Context: an optimization exercise on an open-source flow, tuned for small area, a short achievable clock period and few clock cycles. The choices shown serve that exercise and are no tape-out recipe.
Where RTL was checked, it was by simulation tests only, not by an equivalence proof against the original.
Power is estimated from default activity; no workload was simulated.

fjord:
// gemm_controller
module gemm_controller (
  input  logic        clk,
  input  logic        rstn,
  input  logic        start,
  input  logic [15:0] M, K, Ncols,
  output logic        done,
  output logic [13:0] addr_A,
  input  logic [31:0] data_A,
  output logic [13:0] addr_B,
  input  logic [31:0] data_B,
  output logic [13:0] addr_C,
  output logic [31:0] data_C,
  output logic        we_C
);
==> module gemm_controller, before the edit <==
module gemm_controller (
  input  logic        clk,
  input  logic        rstn,
  input  logic        start,
  input  logic [15:0] M, K, Ncols,
  output logic        done,
  output logic [13:0] addr_A,
  input  logic [31:0] data_A,
  output logic [13:0] addr_B,
  input  logic [31:0] data_B,
  output logic [13:0] addr_C,
  output logic [31:0] data_C,
  output logic        we_C
);
  logic [14:0] n_q;
  logic [13:0] k_q;
  logic        busy, pre, ph, gnew;
  logic [1:0]  bub;                 
  logic [13:0] kl;                  
  logic [13:0] alt_A, alt_B;        
  logic [13:0] col, rb0;            
  logic [14:0] rows_left;           
  logic        more;                
  logic        b_c1v, b_r1v, b_re, b_fin;    
  logic        col_end1, col_end2, c1v, lastcol, r1v, lastrow;
  logic        k_is1, kl_is2, go, issue, s0, s1, s0_new, stop, load0, load1, klast;
  logic [13:0] col_p1, rb1;
  logic        f0_k0, f0_kl;
  logic [5:1]  k0_p;                
  logic        adr_ph, d_ph;        
  logic [5:0]  la;                  
  logic [3:0]  slot0, slot1;        
  logic        wp, rp;              
  logic        q1, q2, q3;          
  logic        w_c1v, w_r1v, w_re, w_fin;
  logic [13:0] wbase, wrow;         
  logic [15:0] a0_r, a1_r, b_r, b1_r;
  logic [23:0] pm0, pm0_c, pm1, pm1_c, mid0, mid0_c, mid1, mid1_c;
  logic [15:0] prod0, prod0_c, prod1, prod1_c, acc0, acc1, y0, y1, acc0_in, acc1_in, dc;
  assign col_p1   = col + 14'd1;
  assign col_end1 = {1'b0, col_p1} == n_q;             
  assign col_end2 = ({1'b0, col_p1} + 15'd1) == n_q;   
  assign c1v      = !col_end1;
  assign lastcol  = col_end1 || col_end2;
  assign r1v      = rows_left != 15'd1;
  assign lastrow  = (rows_left == 15'd1) || (rows_left == 15'd2);
  assign rb1      = rb0 + k_q;
  assign k_is1    = (k_q == 14'd1);
  assign kl_is2   = (kl == 14'd2);
  assign go     = !busy && start;
  assign issue  = busy && !pre && (bub == 2'd0);
  assign s0     = issue && !ph;
  assign s1     = issue && ph;
  assign s0_new = s0 && gnew;
  assign stop   = s0_new && !more;
  assign load0  = s0_new && more;
  assign load1  = s1 && f0_k0;
  assign klast  = gnew ? k_is1 : kl_is2;      
  always_ff @(posedge clk) begin
    if (!rstn) busy <= 1'b0;
    else if (go) busy <= 1'b1;
    else if (stop) busy <= 1'b0;
  end
  always_ff @(posedge clk) begin
    n_q <= Ncols[14:0];
    k_q <= K[13:0];
    pre <= go;
    if (!busy) begin
      rows_left <= M[14:0];
      ph <= 1'b0; gnew <= 1'b1; more <= 1'b1; bub <= 2'd0;
      col <= '0; rb0 <= '0;
    end else begin
      if (bub != 2'd0) bub <= bub - 2'd1;
      if (issue) ph <= ~ph;
      if (s0) begin
        f0_k0 <= gnew;
        f0_kl <= klast;
        kl    <= gnew ? k_q : kl - 14'd1;
      end
      if (load0) begin
        gnew <= 1'b0;
        b_c1v <= c1v; b_r1v <= r1v; b_re <= lastcol; b_fin <= lastcol && lastrow;
      end else if (s1 && f0_kl) begin
        gnew <= 1'b1;
        if (k_is1) bub <= 2'd2;
      end
      if (load1) begin
        if (lastcol) begin
          col <= '0;
          rb0 <= rb0 + {k_q[12:0], 1'b0};
          rows_left <= rows_left - 15'd2;
          if (lastrow) more <= 1'b0;
        end else
          col <= col + 14'd2;
      end
    end
    if (load0) begin
      addr_A <= rb0; addr_B <= col;
    end else if (load1) begin
      addr_A <= rb1; addr_B <= col_p1;
    end else if (issue) begin
      addr_A <= alt_A; addr_B <= alt_B;
    end
    alt_A <= addr_A + 14'd1;
    alt_B <= addr_B + n_q[13:0];
  end
  always_ff @(posedge clk) begin
    adr_ph <= issue && ph;
    d_ph   <= adr_ph;
    k0_p <= {k0_p[4:1], f0_k0};
  end
  always_ff @(posedge clk) begin
    if (!rstn) begin
      la <= '0; wp <= 1'b0; rp <= 1'b0;
      q1 <= 1'b0; q2 <= 1'b0; q3 <= 1'b0;
      we_C <= 1'b0; done <= 1'b0;
    end else begin
      la <= {la[4:0], s0 && !stop && klast};
      if (s0 && !stop && klast) wp <= ~wp;
      if (la[5]) rp <= ~rp;
      q1 <= la[5]; q2 <= q1; q3 <= q2;
      we_C <= la[5] | (q1 & w_r1v) | (q2 & w_c1v) | (q3 & w_r1v & w_c1v);
      done <= q3 & w_fin;
    end
  end
  always_ff @(posedge clk) begin
    if (s0 && !stop && klast) begin
      if (wp) slot1 <= gnew ? {c1v, r1v, lastcol, lastcol && lastrow} : {b_c1v, b_r1v, b_re, b_fin};
      else    slot0 <= gnew ? {c1v, r1v, lastcol, lastcol && lastrow} : {b_c1v, b_r1v, b_re, b_fin};
    end
  end
  always_ff @(posedge clk) begin
    if (la[5]) begin
      {w_c1v, w_r1v, w_re, w_fin} <= rp ? slot1 : slot0;
    end
    if (!rstn || (q3 && w_fin)) begin
      wbase <= '0; wrow <= '0;
    end else if (q3) begin
      if (w_re) begin
        wbase <= wrow + {n_q[12:0], 1'b0};
        wrow  <= wrow + {n_q[12:0], 1'b0};
      end else
        wbase <= wbase + 14'd2;
    end
  end
  always_ff @(posedge clk) begin
    if (la[5])        addr_C <= wbase;
    else if (q1)      addr_C <= wbase + n_q[13:0];
    else if (q2)      addr_C <= wbase + 14'd1;
    else if (q3)      addr_C <= wbase + n_q[13:0] + 14'd1;
  end
  always_ff @(posedge clk) begin
    if (!d_ph) a0_r <= data_A[15:0];
    else       a1_r <= data_A[15:0];
    b_r  <= data_B[15:0];
    b1_r <= b_r;
  end
  fp16_mul_a u_m0a (.a(a0_r), .b(b_r),  .r(pm0_c));
  fp16_mul_b u_m0b (.r(pm0), .y(prod0_c));
  fp16_mul_a u_m1a (.a(a1_r), .b(b1_r), .r(pm1_c));
  fp16_mul_b u_m1b (.r(pm1), .y(prod1_c));
  assign acc0_in = {acc0[15] & ~k0_p[4], acc0[14:10] & {5{~k0_p[4]}}, acc0[9:0]};
  assign acc1_in = {acc1[15] & ~k0_p[5], acc1[14:10] & {5{~k0_p[5]}}, acc1[9:0]};
  fp16_add_align u_al0 (.a(acc0_in), .b(prod0),  .r(mid0_c));
  fp16_add_norm  u_nr0 (.r(mid0), .y(y0));
  fp16_add_align u_al1 (.a(acc1_in), .b(prod1), .r(mid1_c));
  fp16_add_norm  u_nr1 (.r(mid1), .y(y1));
  always_ff @(posedge clk) begin
    pm0    <= pm0_c;
    pm1    <= pm1_c;
    prod0  <= prod0_c;
    prod1  <= prod1_c;
    mid0   <= mid0_c;
    mid1   <= mid1_c;
    acc0   <= y0;
    acc1   <= y1;
    if (q1)      dc <= y1;
    else if (q2) dc <= acc0;
    else if (q3) dc <= acc1;
    else         dc <= y0;
  end
  assign data_C = {16'h0000, dc};
endmodule
export LEC_CHECK = 0
export CAP_MARGIN = 20
export CORE_MARGIN = 2
export CORE_UTILIZATION = 40
export PLACE_DENSITY = 0.6
export SLEW_MARGIN = 20
create_clock -name core_clock -period 30.0 [get_ports {clk}]
standard.sh (not shown) runs the stock make flow with config.mk's settings and CLKGATE_MAP_FILE= SYNTH_SCRIPT=/design/flow/synth_recipe.tcl, a recipe that flattens the netlist after the stock synthesis.
==> flow/flow/run.sh <==
#!/bin/bash
# The standard layout, with the port buffers made of sky130_fd_sc_hd__buf_2
# (ORFS's buffer_ports otherwise picks clkdlybuf4s50_1, a slow delay cell).
set -euo pipefail
export BUFFER_PORTS_ARGS="-buffer_cell sky130_fd_sc_hd__buf_2"
bash standard.sh > standard.log 2>&1
Input-level comparison between umber and fjord:
--- a/flow/design.v
+++ b/flow/design.v
@@ -903,13 +903,11 @@
   logic        k_is1, kl_is2, go, issue, s0, s1, s0_new, stop, load0, load1, klast;
   logic [13:0] col_p1, rb1;
   logic        f0_k0, f0_kl;
   logic [5:1]  k0_p;                
   logic        adr_ph, d_ph;        
-  logic [5:0]  la;                  
-  logic [3:0]  slot0, slot1;        
-  logic        wp, rp;              
+  logic [4:0]  info [0:5];          
   logic        q1, q2, q3;          
   logic        w_c1v, w_r1v, w_re, w_fin;
   logic [13:0] wbase, wrow;         
   logic [15:0] a0_r, a1_r, b_r, b1_r;
   logic [23:0] pm0, pm0_c, pm1, pm1_c, mid0, mid0_c, mid1, mid1_c;
@@ -986,31 +984,28 @@
     d_ph   <= adr_ph;
     k0_p <= {k0_p[4:1], f0_k0};
   end
   always_ff @(posedge clk) begin
     if (!rstn) begin
-      la <= '0; wp <= 1'b0; rp <= 1'b0;
+      for (int i = 0; i <= 5; i++) info[i] <= '0;
       q1 <= 1'b0; q2 <= 1'b0; q3 <= 1'b0;
       we_C <= 1'b0; done <= 1'b0;
     end else begin
-      la <= {la[4:0], s0 && !stop && klast};
-      if (s0 && !stop && klast) wp <= ~wp;
-      if (la[5]) rp <= ~rp;
-      q1 <= la[5]; q2 <= q1; q3 <= q2;
-      we_C <= la[5] | (q1 & w_r1v) | (q2 & w_c1v) | (q3 & w_r1v & w_c1v);
+      if (s0 && !stop && klast)
+        info[0] <= gnew ? {1'b1, c1v, r1v, lastcol, lastcol && lastrow}
+                        : {1'b1, b_c1v, b_r1v, b_re, b_fin};
+      else
+        info[0] <= '0;
+      for (int i = 1; i <= 5; i++) info[i] <= info[i-1];
+      q1 <= info[5][4]; q2 <= q1; q3 <= q2;
+      we_C <= info[5][4] | (q1 & w_r1v) | (q2 & w_c1v) | (q3 & w_r1v & w_c1v);
       done <= q3 & w_fin;
     end
   end
   always_ff @(posedge clk) begin
-    if (s0 && !stop && klast) begin
-      if (wp) slot1 <= gnew ? {c1v, r1v, lastcol, lastcol && lastrow} : {b_c1v, b_r1v, b_re, b_fin};
-      else    slot0 <= gnew ? {c1v, r1v, lastcol, lastcol && lastrow} : {b_c1v, b_r1v, b_re, b_fin};
-    end
-  end
-  always_ff @(posedge clk) begin
-    if (la[5]) begin
-      {w_c1v, w_r1v, w_re, w_fin} <= rp ? slot1 : slot0;
+    if (info[5][4]) begin
+      {w_c1v, w_r1v, w_re, w_fin} <= info[5][3:0];
     end
     if (!rstn || (q3 && w_fin)) begin
       wbase <= '0; wrow <= '0;
     end else if (q3) begin
       if (w_re) begin
@@ -1019,11 +1014,11 @@
       end else
         wbase <= wbase + 14'd2;
     end
   end
   always_ff @(posedge clk) begin
-    if (la[5])        addr_C <= wbase;
+    if (info[5][4])   addr_C <= wbase;
     else if (q1)      addr_C <= wbase + n_q[13:0];
     else if (q2)      addr_C <= wbase + 14'd1;
     else if (q3)      addr_C <= wbase + n_q[13:0] + 14'd1;
   end
   always_ff @(posedge clk) begin
==> run summary <==
Delta(setup slack, umber - fjord) < 0. The final reports for umber and fjord show area added between synthesis and finish higher in the former. Clock tree cell share of total cell area delta for umber relative to fjord: 0.36 points higher. Sequential share of layout area: umber vs fjord, no meaningful difference. Re clock share of power: umber is 1.3 points up on fjord. On hold slack, the lower figure sits with fjord, not umber. Capture point of the worst path: addr_A[0] -> fjord, mid0[9]$_DFF_P_ -> umber. umber gives more area used by multi-input combinational logic than fjord did. Total power, umber and fjord, higher one = umber.
Testbench counts of umber, summed over its fixed seeds: cycles 38,586.
No functional check of the RTL was part of fjord.

==> re-timing with driven ports <==
In the flow no input, the clock included, has a driving cell. The finished layouts below were timed again as built, in two steps. Step 1, drivers: a clkbuf_16 drives clk and a buf_2 each remaining input, both assumed. Step 2 adds t to the input delays and takes it off the output delays; t is the mean of the earliest and latest rising clock arrival at the registers after step 1. Input paths then give back, and output paths get back, about the clock's delay inside the block. Slacks: ideal ports / drivers / drivers and shift; pairs: ideal ports / drivers.
run | t (ns) | setup slack, ns | hold slack, ns | clock arrival spread, ns | worst register clock-pin slew, ns
fjord | 0.678 | 22.689 / 22.625 / 22.390 | 0.304 / 0.304 / 0.304 | 0.060 / 0.060 | 0.07 / 0.07
umber | 0.688 | 22.517 / 22.517 / 22.361 | 0.328 / 0.328 / 0.328 | 0.058 / 0.058 | 0.07 / 0.07
After both steps every run listed still meets setup and hold. For fjord, which loses most, drivers alone change the setup slack by -0.064 ns; drivers and shift together by -0.299 ns.
